This design comes from an exercise in tuning for small area on the open sky130 flow, not from production work.
Function was checked by simulation only, so behaviour that the tests miss may differ from the original.
Power figures rest on the tool's default switching activity, not on a simulated workload.

[flow/flow/run.sh]
#!/bin/bash
# Standard layout; keeps the full log of each step.
set -e
bash standard.sh > standard.log 2>&1
[flow/standard.sh]
#!/bin/bash
# synth_recipe.tcl (not shown) runs the flow's synth.tcl, then flattens the netlist and writes it again
# the make line also repeats each setting of config.mk as NAME=value (left out here)
make -C /OpenROAD-flow-scripts/flow DESIGN_CONFIG=/design/flow/config.mk WORK_HOME=/design/flow/orfs CLKGATE_MAP_FILE= SYNTH_SCRIPT=/design/flow/synth_recipe.tcl "${@:-finish}"
[flow/config.mk]
export PLATFORM = sky130hd
export DESIGN_NAME = alu
export DESIGN_NICKNAME = alu
export VERILOG_FILES = /design/flow/design.v
export SDC_FILE = /design/flow/constraint.sdc
export NUM_CORES = 4
export LEC_CHECK = 0
export ABC_AREA = 1
export CAP_MARGIN = 20
export CORE_MARGIN = 2
export CORE_UTILIZATION = 40
export CTS_BUF_LIST = sky130_fd_sc_hd__clkbuf_2
export GPL_TIMING_DRIVEN = 0
export SLEW_MARGIN = 20
export SYNTH_HIERARCHICAL = 1
export SYNTH_MINIMUM_KEEP_SIZE = 0
[flow/constraint.sdc]
create_clock -name core_clock -period 11.0 [get_ports {i_clk}]
set_input_delay 2.2000 -clock core_clock [delete_from_list [all_inputs] [get_ports {i_clk}]]
set_output_delay 2.2000 -clock core_clock [all_outputs]
set_load 0.01 [all_outputs]
[flow/design.v]
module alu (
    input             i_clk,
    input             i_rst_n,
    input             i_valid,
    input      [9:0]  i_data_a,
    input      [9:0]  i_data_b,
    input      [3:0]  i_inst,
    output            o_valid,
    output     [9:0]  o_data
);
reg [9:0] o_data_r;
reg       o_valid_r;
assign o_valid = o_valid_r;
assign o_data  = o_data_r;
wire [9:0] a = i_data_a;
wire [9:0] b = i_data_b;
wire t_hi = ~a[9] & (a[8] | a[7] | (a[6] & a[5]));      
wire t_pm = ~a[9] & ~t_hi & (a[6] | a[5]);              
wire t_lo =  a[9] & ~(a[8] & a[7] & (a[6] | a[5]));     
wire t_nm =  a[9] & ~t_lo & ~(a[6] & a[5]);             
wire arith = i_valid ? (i_inst <= 4'd4) : 1'b1;
reg  [9:0] bm;
reg  [9:0] x;
reg        cin;
always @(*) begin
    bm = 10'd0; x = 10'd0; cin = 1'b0;
    if (!i_valid) x = o_data_r;        
    else case (i_inst)
        4'd0: begin bm = 10'd64; x = b; end
        4'd1: begin bm = 10'd64; x = ~b; cin = 1'b1; end
        4'd2: begin bm = b; end
        4'd3: begin bm = b; x = o_data_r; end
        4'd4: begin
            if (t_hi)      x = 10'd64;
            else if (t_lo) x = 10'h3c0;           
            else if (t_pm) begin bm = 10'd32; x = 10'd16; end
            else if (t_nm) begin bm = 10'd32; x = 10'h3f0; end    
            else bm = 10'd64;
        end
        default: ;
    endcase
end
wire c1;
wire s2;
wire c3;
wire c4;
wire s5;
wire c6;
wire s7;
wire c8;
wire c9;
wire s10;
wire c11;
wire s12;
wire c13;
wire s14;
wire c15;
wire c16;
wire c17;
wire s18;
wire s19;
wire c20;
wire s21;
wire c22;
wire s23;
wire c24;
wire c25;
wire s26;
wire c27;
wire s28;
wire c29;
wire s30;
wire c31;
wire s32;
wire c33;
wire s34;
wire c35;
wire s36;
wire c37;
wire c38;
wire s39;
wire s40;
wire c41;
wire s42;
wire c43;
wire s44;
wire c45;
wire s46;
wire c47;
wire s48;
wire c49;
wire s50;
wire c51;
wire s52;
wire c53;
wire c54;
wire s55;
wire s56;
wire c57;
wire s58;
wire c59;
wire s60;
wire c61;
wire s62;
wire c63;
wire s64;
wire c65;
wire s66;
wire c67;
wire s68;
wire c69;
wire s70;
wire c71;
wire c72;
wire s73;
wire s74;
wire c75;
wire s76;
wire c77;
wire s78;
wire c79;
wire s80;
wire c81;
wire s82;
wire c83;
wire s84;
wire c85;
wire s86;
wire c87;
wire s88;
wire c89;
wire s90;
wire c91;
wire c92;
wire s93;
wire c94;
wire s95;
wire s96;
wire c97;
wire s98;
wire c99;
wire s100;
wire c101;
wire s102;
wire c103;
wire s104;
wire c105;
wire s106;
wire c107;
wire s108;
wire c109;
wire s110;
wire c111;
wire s112;
wire c113;
wire s114;
wire c115;
wire s116;
wire c117;
wire s118;
wire c119;
wire s120;
wire c121;
wire s122;
wire c123;
wire s124;
wire c125;
wire s126;
wire c127;
wire s128;
wire c129;
wire s130;
wire c131;
wire s132;
wire c133;
wire s134;
wire c135;
wire s136;
wire c137;
wire s138;
wire c139;
wire s140;
wire c141;
wire s142;
wire c143;
wire s144;
wire c145;
wire s146;
wire c147;
wire s148;
wire c149;
wire s150;
wire c151;
wire s152;
wire c153;
wire s154;
wire c155;
wire s156;
wire c157;
wire s158;
wire c159;
wire s160;
wire c161;
wire s162;
wire c163;
wire s164;
wire c165;
wire s166;
wire c167;
wire s168;
wire c169;
wire s170;
wire c171;
wire s172;
wire c173;
wire c174;
wire s175;
wire s176;
wire c177;
wire s178;
wire c179;
wire s180;
wire c181;
wire s182;
wire c183;
wire c184;
wire s185;
wire c186;
wire s187;
wire s188;
wire c189;
wire s190;
wire c191;
wire s192;
wire c193;
wire c194;
wire s195;
wire c196;
wire s197;
wire s198;
wire c199;
wire s200;
wire c201;
wire c202;
wire s203;
wire c204;
wire s205;
wire s206;
wire c207;
wire c208;
wire s209;
wire s210;
wire c211;
assign c1 = (~(a[0] & bm[1])) | (~(a[1] & bm[0]));
fa u_s2 (.a((~(a[0] & bm[2]))), .b((~(a[1] & bm[1]))), .c((~(a[2] & bm[0]))), .s(s2), .co(c3));
assign c4 = c1 | s2;
fa u_s5 (.a((~(a[0] & bm[3]))), .b((~(a[1] & bm[2]))), .c((~(a[2] & bm[1]))), .s(s5), .co(c6));
fa u_s7 (.a((~(a[3] & bm[0]))), .b(c3), .c(s5), .s(s7), .co(c8));
assign c9 = c4 | s7;
fa u_s10 (.a((~(a[0] & bm[4]))), .b((~(a[1] & bm[3]))), .c((~(a[2] & bm[2]))), .s(s10), .co(c11));
fa u_s12 (.a((~(a[3] & bm[1]))), .b((~(a[4] & bm[0]))), .c(c6), .s(s12), .co(c13));
fa u_s14 (.a(s10), .b(c8), .c(s12), .s(s14), .co(c15));
assign c16 = c9 | s14;
assign c17 = (~(a[0] & bm[5])) & (~(a[1] & bm[4]));
assign s18 = (~(a[0] & bm[5])) ^ (~(a[1] & bm[4]));
fa u_s19 (.a((~(a[2] & bm[3]))), .b((~(a[3] & bm[2]))), .c((~(a[4] & bm[1]))), .s(s19), .co(c20));
fa u_s21 (.a((~(a[5] & bm[0]))), .b(c11), .c(s18), .s(s21), .co(c22));
fa u_s23 (.a(s19), .b(c13), .c(s21), .s(s23), .co(c24));
assign c25 = (c15 & s23) | (c15 & c16) | (s23 & c16);
fa u_s26 (.a((~(a[0] & bm[6]))), .b((~(a[1] & bm[5]))), .c((~(a[2] & bm[4]))), .s(s26), .co(c27));
fa u_s28 (.a((~(a[3] & bm[3]))), .b((~(a[4] & bm[2]))), .c((~(a[5] & bm[1]))), .s(s28), .co(c29));
fa u_s30 (.a((~(a[6] & bm[0]))), .b((~x[0])), .c((~cin)), .s(s30), .co(c31));
fa u_s32 (.a(c17), .b(c20), .c(s26), .s(s32), .co(c33));
fa u_s34 (.a(s28), .b(s30), .c(c22), .s(s34), .co(c35));
fa u_s36 (.a(s32), .b(c24), .c(s34), .s(s36), .co(c37));
assign c38 = s36 | c25;
assign s39 = ~(s36 ^ c25);
fa u_s40 (.a((~(a[0] & bm[7]))), .b((~(a[1] & bm[6]))), .c((~(a[2] & bm[5]))), .s(s40), .co(c41));
fa u_s42 (.a((~(a[3] & bm[4]))), .b((~(a[4] & bm[3]))), .c((~(a[5] & bm[2]))), .s(s42), .co(c43));
fa u_s44 (.a((~(a[6] & bm[1]))), .b((~(a[7] & bm[0]))), .c((~x[1])), .s(s44), .co(c45));
fa u_s46 (.a(c27), .b(c29), .c(c31), .s(s46), .co(c47));
fa u_s48 (.a(s40), .b(s42), .c(s44), .s(s48), .co(c49));
fa u_s50 (.a(c33), .b(s46), .c(s48), .s(s50), .co(c51));
fa u_s52 (.a(c35), .b(s50), .c(c37), .s(s52), .co(c53));
assign c54 = s52 | c38;
assign s55 = ~(s52 ^ c38);
fa u_s56 (.a((~(a[0] & bm[8]))), .b((~(a[1] & bm[7]))), .c((~(a[2] & bm[6]))), .s(s56), .co(c57));
fa u_s58 (.a((~(a[3] & bm[5]))), .b((~(a[4] & bm[4]))), .c((~(a[5] & bm[3]))), .s(s58), .co(c59));
fa u_s60 (.a((~(a[6] & bm[2]))), .b((~(a[7] & bm[1]))), .c((~(a[8] & bm[0]))), .s(s60), .co(c61));
fa u_s62 (.a((~x[2])), .b(c41), .c(c43), .s(s62), .co(c63));
fa u_s64 (.a(c45), .b(s56), .c(s58), .s(s64), .co(c65));
fa u_s66 (.a(s60), .b(c47), .c(c49), .s(s66), .co(c67));
fa u_s68 (.a(s62), .b(s64), .c(c51), .s(s68), .co(c69));
fa u_s70 (.a(s66), .b(s68), .c(c53), .s(s70), .co(c71));
assign c72 = s70 | c54;
assign s73 = ~(s70 ^ c54);
fa u_s74 (.a((~(~(a[0] & bm[9])))), .b((~(a[1] & bm[8]))), .c((~(a[2] & bm[7]))), .s(s74), .co(c75));
fa u_s76 (.a((~(a[3] & bm[6]))), .b((~(a[4] & bm[5]))), .c((~(a[5] & bm[4]))), .s(s76), .co(c77));
fa u_s78 (.a((~(a[6] & bm[3]))), .b((~(a[7] & bm[2]))), .c((~(a[8] & bm[1]))), .s(s78), .co(c79));
fa u_s80 (.a((~(~(a[9] & bm[0])))), .b((~x[3])), .c(c57), .s(s80), .co(c81));
fa u_s82 (.a(c59), .b(c61), .c(s74), .s(s82), .co(c83));
fa u_s84 (.a(s76), .b(s78), .c(c63), .s(s84), .co(c85));
fa u_s86 (.a(c65), .b(s80), .c(s82), .s(s86), .co(c87));
fa u_s88 (.a(c67), .b(s84), .c(s86), .s(s88), .co(c89));
fa u_s90 (.a(c69), .b(s88), .c(c71), .s(s90), .co(c91));
assign c92 = s90 | c72;
assign s93 = ~(s90 ^ c72);
assign c94 = (~(~(a[1] & bm[9]))) & (~(a[2] & bm[8]));
assign s95 = (~(~(a[1] & bm[9]))) ^ (~(a[2] & bm[8]));
fa u_s96 (.a((~(a[3] & bm[7]))), .b((~(a[4] & bm[6]))), .c((~(a[5] & bm[5]))), .s(s96), .co(c97));
fa u_s98 (.a((~(a[6] & bm[4]))), .b((~(a[7] & bm[3]))), .c((~(a[8] & bm[2]))), .s(s98), .co(c99));
fa u_s100 (.a((~(~(a[9] & bm[1])))), .b((~x[4])), .c(c75), .s(s100), .co(c101));
fa u_s102 (.a(c77), .b(c79), .c(s95), .s(s102), .co(c103));
fa u_s104 (.a(s96), .b(s98), .c(c81), .s(s104), .co(c105));
fa u_s106 (.a(c83), .b(s100), .c(s102), .s(s106), .co(c107));
fa u_s108 (.a(c85), .b(s104), .c(c87), .s(s108), .co(c109));
fa u_s110 (.a(s106), .b(c89), .c(s108), .s(s110), .co(c111));
fa u_s112 (.a(s110), .b(c91), .c(c92), .s(s112), .co(c113));
fa u_s114 (.a((~(~(a[2] & bm[9])))), .b((~(a[3] & bm[8]))), .c((~(a[4] & bm[7]))), .s(s114), .co(c115));
fa u_s116 (.a((~(a[5] & bm[6]))), .b((~(a[6] & bm[5]))), .c((~(a[7] & bm[4]))), .s(s116), .co(c117));
fa u_s118 (.a((~(a[8] & bm[3]))), .b((~(~(a[9] & bm[2])))), .c((~x[5])), .s(s118), .co(c119));
fa u_s120 (.a(c94), .b(c97), .c(c99), .s(s120), .co(c121));
fa u_s122 (.a(s114), .b(s116), .c(s118), .s(s122), .co(c123));
fa u_s124 (.a(c101), .b(c103), .c(s120), .s(s124), .co(c125));
fa u_s126 (.a(s122), .b(c105), .c(c107), .s(s126), .co(c127));
fa u_s128 (.a(s124), .b(c109), .c(s126), .s(s128), .co(c129));
fa u_s130 (.a(c111), .b(s128), .c(c113), .s(s130), .co(c131));
fa u_s132 (.a((~(~(a[3] & bm[9])))), .b((~(a[4] & bm[8]))), .c((~(a[5] & bm[7]))), .s(s132), .co(c133));
fa u_s134 (.a((~(a[6] & bm[6]))), .b((~(a[7] & bm[5]))), .c((~(a[8] & bm[4]))), .s(s134), .co(c135));
fa u_s136 (.a((~(~(a[9] & bm[3])))), .b((~x[6])), .c(c115), .s(s136), .co(c137));
fa u_s138 (.a(c117), .b(c119), .c(s132), .s(s138), .co(c139));
fa u_s140 (.a(s134), .b(c121), .c(c123), .s(s140), .co(c141));
fa u_s142 (.a(s136), .b(s138), .c(c125), .s(s142), .co(c143));
fa u_s144 (.a(s140), .b(c127), .c(s142), .s(s144), .co(c145));
fa u_s146 (.a(c129), .b(s144), .c(c131), .s(s146), .co(c147));
fa u_s148 (.a((~(~(a[4] & bm[9])))), .b((~(a[5] & bm[8]))), .c((~(a[6] & bm[7]))), .s(s148), .co(c149));
fa u_s150 (.a((~(a[7] & bm[6]))), .b((~(a[8] & bm[5]))), .c((~(~(a[9] & bm[4])))), .s(s150), .co(c151));
fa u_s152 (.a((~x[7])), .b(c133), .c(c135), .s(s152), .co(c153));
fa u_s154 (.a(s148), .b(s150), .c(c137), .s(s154), .co(c155));
fa u_s156 (.a(c139), .b(s152), .c(c141), .s(s156), .co(c157));
fa u_s158 (.a(s154), .b(c143), .c(s156), .s(s158), .co(c159));
fa u_s160 (.a(c145), .b(s158), .c(c147), .s(s160), .co(c161));
fa u_s162 (.a((~(~(a[5] & bm[9])))), .b((~(a[6] & bm[8]))), .c((~(a[7] & bm[7]))), .s(s162), .co(c163));
fa u_s164 (.a((~(a[8] & bm[6]))), .b((~(~(a[9] & bm[5])))), .c((~x[8])), .s(s164), .co(c165));
fa u_s166 (.a(c149), .b(c151), .c(s162), .s(s166), .co(c167));
fa u_s168 (.a(s164), .b(c153), .c(s166), .s(s168), .co(c169));
fa u_s170 (.a(c155), .b(s168), .c(c157), .s(s170), .co(c171));
fa u_s172 (.a(c159), .b(s170), .c(c161), .s(s172), .co(c173));
assign c174 = (~(~(a[6] & bm[9]))) & (~(a[7] & bm[8]));
assign s175 = (~(~(a[6] & bm[9]))) ^ (~(a[7] & bm[8]));
fa u_s176 (.a((~(a[8] & bm[7]))), .b((~(~(a[9] & bm[6])))), .c((~(~x[9]))), .s(s176), .co(c177));
fa u_s178 (.a(c163), .b(c165), .c(s175), .s(s178), .co(c179));
fa u_s180 (.a(s176), .b(c167), .c(s178), .s(s180), .co(c181));
fa u_s182 (.a(c169), .b(s180), .c(c171), .s(s182), .co(c183));
assign c184 = s182 | c173;
assign s185 = ~(s182 ^ c173);
assign c186 = (~(~(a[7] & bm[9]))) & (~(a[8] & bm[8]));
assign s187 = (~(~(a[7] & bm[9]))) ^ (~(a[8] & bm[8]));
fa u_s188 (.a((~(~(a[9] & bm[7])))), .b(c174), .c(c177), .s(s188), .co(c189));
fa u_s190 (.a(s187), .b(c179), .c(s188), .s(s190), .co(c191));
fa u_s192 (.a(c181), .b(s190), .c(c183), .s(s192), .co(c193));
assign c194 = s192 | c184;
assign s195 = ~(s192 ^ c184);
assign c196 = (~(~(a[8] & bm[9]))) & (~(~(a[9] & bm[8])));
assign s197 = (~(~(a[8] & bm[9]))) ^ (~(~(a[9] & bm[8])));
fa u_s198 (.a(c186), .b(s197), .c(c189), .s(s198), .co(c199));
fa u_s200 (.a(c191), .b(s198), .c(c193), .s(s200), .co(c201));
assign c202 = s200 | c194;
assign s203 = ~(s200 ^ c194);
assign c204 = (~(a[9] & bm[9])) & c196;
assign s205 = (~(a[9] & bm[9])) ^ c196;
fa u_s206 (.a(s205), .b(c199), .c(c201), .s(s206), .co(c207));
assign c208 = s206 | c202;
assign s209 = ~(s206 ^ c202);
fa u_s210 (.a(c204), .b(c207), .c(c208), .s(s210), .co(c211));
wire [19:6] sum = {~s210, ~s209, ~s203, ~s195, ~s185, ~s172, ~s160, ~s146, ~s130, ~s112, ~s93, ~s73, ~s55, ~s39};
wire ovf = ~((sum[19:15] == 5'b00000) | (sum[19:15] == 5'b11111));
wire [9:0] ares = ovf ? {sum[19], {9{~sum[19]}}} : sum[15:6];
wire [9:0] q, p;    
assign q[9] = a[9];
assign p[0] = a[0];
genvar gi;
generate for (gi = 0; gi < 9; gi = gi + 1) begin : g_or
    assign q[gi] = q[gi+1] | a[gi];
    assign p[gi+1] = p[gi] | a[gi+1];
end endgenerate
wire sel_clz = (i_inst == 4'd6);
wire sel_ctz = (i_inst == 4'd7);
wire sel_pop = (i_inst == 4'd8);
wire [9:0] cin_bits = ({10{sel_pop}} & a) | ({10{sel_clz}} & ~q) | ({10{sel_ctz & p[9]}} & ~p);
wire [3:0] pop = cin_bits[0] + cin_bits[1] + cin_bits[2] + cin_bits[3] + cin_bits[4]
               + cin_bits[5] + cin_bits[6] + cin_bits[7] + cin_bits[8] + cin_bits[9];
wire sel_rot = (i_inst == 4'd9);
wire sel_orn = (i_inst == 4'd5);
wire [9:0] rin = a | ({10{sel_orn}} & ~b);
wire [3:0] sh = ~sel_rot ? 4'd0 : (b > 10'd8) ? 4'd9 : b[3:0];
wire [19:0] dbl = {rin, rin} << sh;
wire [9:0] rot = dbl[19:10];
reg [9:0] res;
always @(*) begin
    if (arith) res = ares;
    else if (sel_rot | sel_orn) res = rot;
    else res = {6'd0, pop};
end
always @(posedge i_clk or negedge i_rst_n) begin
    if (!i_rst_n) begin
        o_data_r  <= 10'd0;
        o_valid_r <= 1'b0;
    end else begin
        o_data_r  <= res;
        o_valid_r <= i_valid;
    end
end
endmodule
module fa (input a, input b, input c, output s, output co);
assign s  = a ^ b ^ c;
assign co = (a & b) | (a & c) | (b & c);
endmodule
==> out/metrics.yaml, run 1 <==
status:
  outcome: "complete, no violations"
detailed_routing:
  first_iter_violations: 446
  drc: 0
  vias: 4536
  routed_wl_mm: 15.08
  dr.pass1.iters: 16
  via_per_inst: 5.559
  detail-route-antenna-nets: 0
  wl_per_cell_um: 18.47
cts:
  cts-root-buf: "clkbuf_2"
  cts_made_buffers: 3
  hold_buffers: 0
  clock_latency_ns: 0.26
  h-tree-depth: 1
  path_clk_slew_ns: 0.10
  cts_tree: "yes"
  numClockSinks: 11
  max-clock-path-buffers: 2
timing:
  setup_violations: 0
  fin_skew_ns: 0.003508
  slew_headroom: 0.4796
  fin_crit_ns: 10.70
  finalCritPeriodShare: 0.9723
  drv_slew: 0
  tightest_slew_ns: 0.7705
  fmax_mhz: 93.50
  final_hold_viol_count: 0
setup_path:
  slowest_stage: "clkdlybuf4s50_1"
  arrival_ns: 10.89
  worst_path_most_repeated_cell: "fa_1"
  r2r-start: "o_data_r[1]$_DFF_PN0_"
  crit_type: "primary input to flop"
  worst-r2r-setup-slack_ns: 3.47
  rr_worst_depth: 31
  r2r-end: "o_data_r[6]$_DFF_PN0_"
  cp.required_ns: 11.19
  cp-start-kind: "primary input"
  end_kind: "flop"
  worstPathMaxFanout: 8
  critPathBufInv: 12
  crit_path_max_incr_delay_ns: 0.51
  path_delay_family: "adder cells"
floorplan:
  ioPinCount: 38
  dieArea_um2: 12750
  rows: 39
  core_um2: 11520
  die_w_um: 112.9
  fp.dieH_um: 112.9
  start_util: 0.4119
flow_run:
  drv_cap: 0
synth:
  synthCells: 626
  syn_avg_cell_area_um2: 7.577
  synth_edf_count: 0
  synthArstFlopShare: 1.000
  syn-cell-area_um2: 4743
  syn-num-nets: 764
  yosys_warnings: 7
  ys.flop_type: "dfrtp_1"
  ys_seq_area_frac: 0.05803
  ys_types: 42
  synth-seq-cells: 11
placement:
  hpwl_mm: 12.84
  routabilityCongestion: 0.9702
  post_dp_cell_area_um2: 5273
  portBuffers: 35
global_routing:
  grt-ovfl-total: 0
  track_usage: 0.2444
  grt_pass1_vias: 4661
  antenna_found_initial: 0
  grt_max_degree: 12
  grt_pass1_wl_mm: 24.41
final_layout:
  antenna_cells: 0
  nFillCells: 1172
  final_core_util: 0.4735
  final_cell_mix: "nand2_1, fa_1, nand3_1"
  layout.cells.most_common: "nand2_1"
  area_growth_pct: 14.96
  drive_gt1_frac: 0.1129
  fin_area_um2: 5453
  nNetsFinal: 812
power:
  power_density_nw_per_um2: 110.6
  ir_worst_vdd_mv: 0.1106
  leakage_nw: 2.060
worst_hold_path:
  holdCritPathClass: "flop to flop"
  hold_start: "o_data_r[9]$_DFF_PN0_"
  min_path_cells: 10
  min_to: "o_data_r[9]$_DFF_PN0_"
modules after synthesis (local to each module, per instance):
module  cells  copies in the design  cell area [µm²]
alu       537                     1             2962
fa          1                    89            20.02
tightest hold or removal path, delay by kind of cell, from the launching register on:
kind,cells,cell delay [ns]
AND/OR/NAND/NOR,4,0.27
flip-flops,1,0.42
adder cells (fa/ha/maj),5,0.91
buffers and inverters,1,0.07
layout make-up:
type                       count  area [µm²]  area share
buffer                        21       132.6     0.02432
clock buffer                   4       20.02    0.003671
inverter                      84       326.6     0.05989
multi-input combinational    510        4104      0.7526
sequential                    11       275.3     0.05048
tap                          143       178.9     0.03281
timing repair buffer          43       415.4     0.07618
Yosys cell counts (all sizes together) (8+ instances only):
cell type,number,area [µm²]
nor2,46,197.7
a21oi,26,133.9
nand2,182,695.7
inv,80,300.3
dfrtp,11,275.3
ha,16,200.2
fa,95,1902
buf,13,102.6
o21ai,33,168.9
nor3,12,95.09
clkbuf,8,30.03
nand3,74,400.4
routing by layer:
layer,global-route usage,up-vias,wire [µm]
met5,0,-,0
met4,0.04634,0,295
met3,0.02999,26,1008
met2,0.3964,187,7107
met1,0.3579,2230,6664
li1,-,2093,-
where the power goes:
group          total (mW)  internal, mW  switching (mW)
logic               0.500         0.204           0.296
registers          0.0798        0.0590          0.0207
clock network      0.0231       0.00965          0.0134
kinds of logic (layout without fill, tap and decap cells):
| kind of cell | count (synthesis) | after routing | share of synthesized area |
|---|---|---|---|
| xor+xnor | 1 | 1 | 0.001847 |
| buf+inv | 105 | 152 | 0.09549 |
| fa+ha+maj | 111 | 111 | 0.4432 |
| simple gates | 322 | 322 | 0.3078 |
| compound gates | 76 | 76 | 0.09365 |
| flops | 11 | 11 | 0.05803 |
sequential cells by signal, summed over array words and instances, names as in the netlist:
| register | cells |
|---|---|
| o_valid_r | 1 |
| o_data_r | 10 |
through the flow:
stage | worst slack, ns | instances | hold slack [ns] | power [mW] | TNS, ns
final | 0.3047 | 816 | 1.684 | 0.6033 | 0
after global routing | -0.007305 | 816 | 1.816 | 0.6801 | -0.007305
after CTS | 0.03014 | 808 | 1.702 | 0.5925 | 0
after detailed placement | -0.4437 | 804 | 1.691 | 0.5626 | -3.426
after global placement | -0.3370 | 804 | 1.664 | 0.5583 | -2.501
after floorplan | 1.065 | 626 | 1.495 | 0.3718 | 0
worst max path at each step:
stage	end	slack, ns	from	cells past startpoint
after CTS	o_data_r[1]$_DFF_PN0_	0.03	i_data_a[7]	38
after floorplan	o_data_r[2]$_DFF_PN0_	1.06	i_inst[2]	35
after global routing	o_data_r[4]$_DFF_PN0_	-0.007	i_data_a[8]	40
after global placement	o_data_r[2]$_DFF_PN0_	-0.34	i_inst[2]	36
final	o_data_r[6]$_DFF_PN0_	0.30	i_data_a[8]	41
after detailed placement	o_data_r[1]$_DFF_PN0_	-0.44	i_inst[2]	36
repair_timing:
action	4_1_cts	5_1_grt
setup endpoints to repair	6	9
pin swaps	0	3
resized for setup	3	24
setup buffers	0	8
==> inputs of run 2 (changes only) <==
==> flow/run.sh (new file) <==
#!/bin/bash
# synth_recipe.tcl (not shown) runs the flow's synth.tcl, then flattens the netlist and writes it again
# the make line also repeats each setting of config.mk as NAME=value (left out here)
make -C /OpenROAD-flow-scripts/flow DESIGN_CONFIG=/design/flow/config.mk WORK_HOME=/design/flow/orfs CLKGATE_MAP_FILE= SYNTH_SCRIPT=/design/flow/synth_recipe.tcl finish
removed: flow/flow/run.sh
removed: flow/standard.sh
==> out/metrics.yaml, run 2 <==
floorplan:
  core_um2: 11520  # unchanged
  rows: 39  # unchanged
  start_util: 0.4119  # unchanged
  die_w_um: 112.9  # unchanged
  dieArea_um2: 12750  # unchanged
  ioPinCount: 38  # unchanged
  fp.dieH_um: 112.9  # unchanged
detailed_routing:
  vias: 4536  # unchanged
  wl_per_cell_um: 18.47  # unchanged
  dr.pass1.iters: 16  # unchanged
  routed_wl_mm: 15.08  # unchanged
  detail-route-antenna-nets: 0  # unchanged
  drc: 0  # unchanged
  first_iter_violations: 446  # unchanged
  via_per_inst: 5.559  # unchanged
setup_path:
  slowest_stage: "clkdlybuf4s50_1"  # unchanged
  path_delay_family: "adder cells"  # unchanged
  worst_path_most_repeated_cell: "fa_1"  # unchanged
  cp-start-kind: "primary input"  # unchanged
  worstPathMaxFanout: 8  # unchanged
  crit_path_max_incr_delay_ns: 0.51  # about the same
  arrival_ns: 10.89  # about the same
  critPathBufInv: 12  # unchanged
  cp.required_ns: 11.19  # about the same
  crit_type: "primary input to flop"  # unchanged
  end_kind: "flop"  # unchanged
synth:
  syn-num-nets: 764  # unchanged
  synthArstFlopShare: 1.000  # unchanged
  yosysTopAreaCell: "fa_1"  # unchanged
  synth-seq-cells: 11  # unchanged
  ys_seq_area_frac: 0.05803  # unchanged
  synthCells: 626  # unchanged
  synth_area_leaders: "fa_1, nand2_1, nand3_1"  # unchanged
  ys_types: 42  # unchanged
  synth_common_cells: "nand2_1, fa_1, inv_1, nand3_1, nor2_1"  # unchanged
  synth_edf_count: 0  # unchanged
  ys.flop_type: "dfrtp_1"  # unchanged
  syn-cell-area_um2: 4743  # unchanged
  yosys_warnings: 7  # unchanged
  yosysTopAreaCellShare: 0.4009  # unchanged
  yosysMostFrequentCell: "nand2_1"  # unchanged
  syn_avg_cell_area_um2: 7.577  # unchanged
cts:
  cts_made_buffers: 3  # unchanged
  cts_tree: "yes"  # unchanged
  max-clock-path-buffers: 2  # unchanged
  path_clk_slew_ns: 0.10  # about the same
  clock_latency_ns: 0.26  # about the same
  cts-root-buf: "clkbuf_2"  # unchanged
  hold_buffers: 0  # unchanged
  numClockSinks: 11  # unchanged
  h-tree-depth: 1  # unchanged
power:
  p_int_mw: 0.2732  # unchanged
  power_mw: 0.6033  # unchanged
  power_density_nw_per_um2: 110.6  # unchanged
  leakage_nw: 2.060  # unchanged
  seq_power_share: 0.132  # about the same
  p_clk_frac: 0.038  # about the same
  p_comb_frac: 0.830  # about the same
  p_sw_mw: 0.3301  # unchanged
  swShare: 0.5472  # unchanged
  ir_worst_vdd_mv: 0.1106  # unchanged
placement:
  hpwl_mm: 12.84  # unchanged
  post_dp_cell_area_um2: 5273  # unchanged
  dp_cells: 804  # unchanged
  routabilityCongestion: 0.9702  # unchanged
  place_ws_ns: -0.4437  # unchanged
  portBuffers: 35  # unchanged
final_layout:
  nNetsFinal: 812  # unchanged
  final_cell_mix: "nand2_1, fa_1, nand3_1"  # unchanged
  final_core_util: 0.4735  # unchanged
  largest_register_ffs: 10  # unchanged
  antenna_cells: 0  # unchanged
  top_regs: "o_data_r x10, o_valid_r x1"  # unchanged
  regMostFlops: "o_data_r"  # unchanged
  drive_gt1_frac: 0.1129  # unchanged
  fin_area_um2: 5453  # unchanged
  area_growth_pct: 14.96  # unchanged
  nFillCells: 1172  # unchanged
  layout.cells.most_common: "nand2_1"  # unchanged
  layoutNonFillerInstCount: 816  # unchanged
timing:
  drv_slew: 0  # unchanged
  final_hold_viol_count: 0  # unchanged
  tightest_slew_ns: 0.7705  # unchanged
  finalCritPeriodShare: 0.9723  # unchanged
  tns_ns: 0  # unchanged
  slew_headroom: 0.4796  # unchanged
  fmax_mhz: 93.50  # unchanged
  fin_skew_ns: 0.003508  # unchanged
  fin_ws_ns: 0.3047  # unchanged
  hold-worst-slack_ns: 1.684  # unchanged
  fin_crit_ns: 10.70  # unchanged
  setup_violations: 0  # unchanged
global_routing:
  grt-ovfl-total: 0  # unchanged
  track_usage: 0.2444  # unchanged
  antenna_found_initial: 0  # unchanged
  grt_pass1_wl_mm: 24.41  # unchanged
  grt_max_degree: 12  # unchanged
  grt_pass1_vias: 4661  # unchanged
worst_hold_path:
  holdCritPathClass: "flop to flop"  # unchanged
flow_run:
  drv_cap: 0  # unchanged
status:
  outcome: "complete, no violations"  # unchanged
-- run 2: area by class of cell --
type                       count  area, µm²  share of cell area
clock buffer                   4      20.02            0.003671
multi-input combinational    510       4104              0.7526
timing repair buffer          43      415.4             0.07618
buffer                        21      132.6             0.02432
tap                          143      178.9             0.03281
inverter                      84      326.6             0.05989
sequential                    11      275.3             0.05048
-- run 2: kinds of logic after synthesis --
logic type / synth area share
buffers and inverters: 0.09549
adders and majority gates: 0.4432
xor gates and xnor gates: 0.001847
DFF: 0.05803
AOI/OAI and AO/OA: 0.09365
and+or+nand+nor: 0.3078
-- run 2: metal layers --
metal	vias up	track usage	share of wire
li1	2093	-	-
met1	2230	0.3579	0.44
met2	187	0.3964	0.47
met3	26	0.02999	0.067
met4	0	0.04634	0.020
met5	-	0	0
-- run 2: power by group through the flow --
| stage | sequential, mW | combinational [mW] | clock, mW |
|---|---|---|---|
| finish | 0.0798 | 0.500 | 0.0231 |
| global route | 0.0807 | 0.574 | 0.0255 |
| CTS | 0.0779 | 0.491 | 0.0238 |
| detailed placement | 0.0781 | 0.485 | 0 |
| global placement | 0.0791 | 0.479 | 0 |
| floorplan | 0.0767 | 0.295 | 0 |
-- run 2: final timing paths --
| check | startpoint | to | slack (ns) | cells after the start |
|---|---|---|---|---|
| worst max-delay path | i_data_a[8] | o_data_r[6]$_DFF_PN0_ | 0.30 | 41 |
| worst min-delay path | o_data_r[9]$_DFF_PN0_ | o_data_r[9]$_DFF_PN0_ | 1.68 | 10 |
| worst max register to register | o_data_r[1]$_DFF_PN0_ | o_data_r[6]$_DFF_PN0_ | 3.47 | 31 |
| worst min register to register | o_data_r[9]$_DFF_PN0_ | o_data_r[9]$_DFF_PN0_ | 1.68 | 10 |
| max in group asynchronous | i_rst_n | o_data_r[3]$_DFF_PN0_ | 8.44 | 1 |
| min in group asynchronous | i_rst_n | o_valid_r$_DFF_PN0_ | 2.24 | 1 |
-- run 2: timing repair --
item                       in CTS  in global routing
setup endpoints to repair       6                  9
pin swaps                       0                  3
gates resized for setup         3                 24
buffers inserted                0                  8
-- run 2: Yosys stat by module (local to each module, per instance) --
module / area [µm²] / flip-flops and latches / cells
alu: 2962 / 11 / 537
fa: 20.02 / 0 / 1
-- run 2: tightest hold or removal path, stage by stage (launching register included) --
cell and delay (ns):
dfrtp_1 0.42, nand2_1 0.07, nand2_1 0.08, fa_1 0.17
fa_1 0.18, fa_1 0.19, fa_1 0.20, fa_1 0.17
inv_1 0.07, nand2_1 0.07, nand2_1 0.05

[afterwards: timing with drivers on the ports]
No port has a modelled driver above. Below, the same layouts with a new extraction and two added sets of constraints.
Step 1: set_driving_cell puts a clkbuf_16 on i_clk and a buf_2 on each other input, an assumption about the parent block.
Step 2 also shifts input and output timing later by t, the mid clock arrival at the registers, as if the neighbouring blocks saw the same clock.
Three values: ideal ports, drivers, drivers and shift; two values: the first two.
| run | t (ns) | setup slack, ns | hold WS [ns] |
|---|---|---|---|
| run 1 | 0.278 | 0.305 / 0.294 / 0.016 | 1.684 / 1.684 / 1.684 |
| run 2 | 0.278 | 0.305 / 0.294 / 0.016 | 1.684 / 1.684 / 1.684 |
After both steps setup and hold are still met in every run listed.
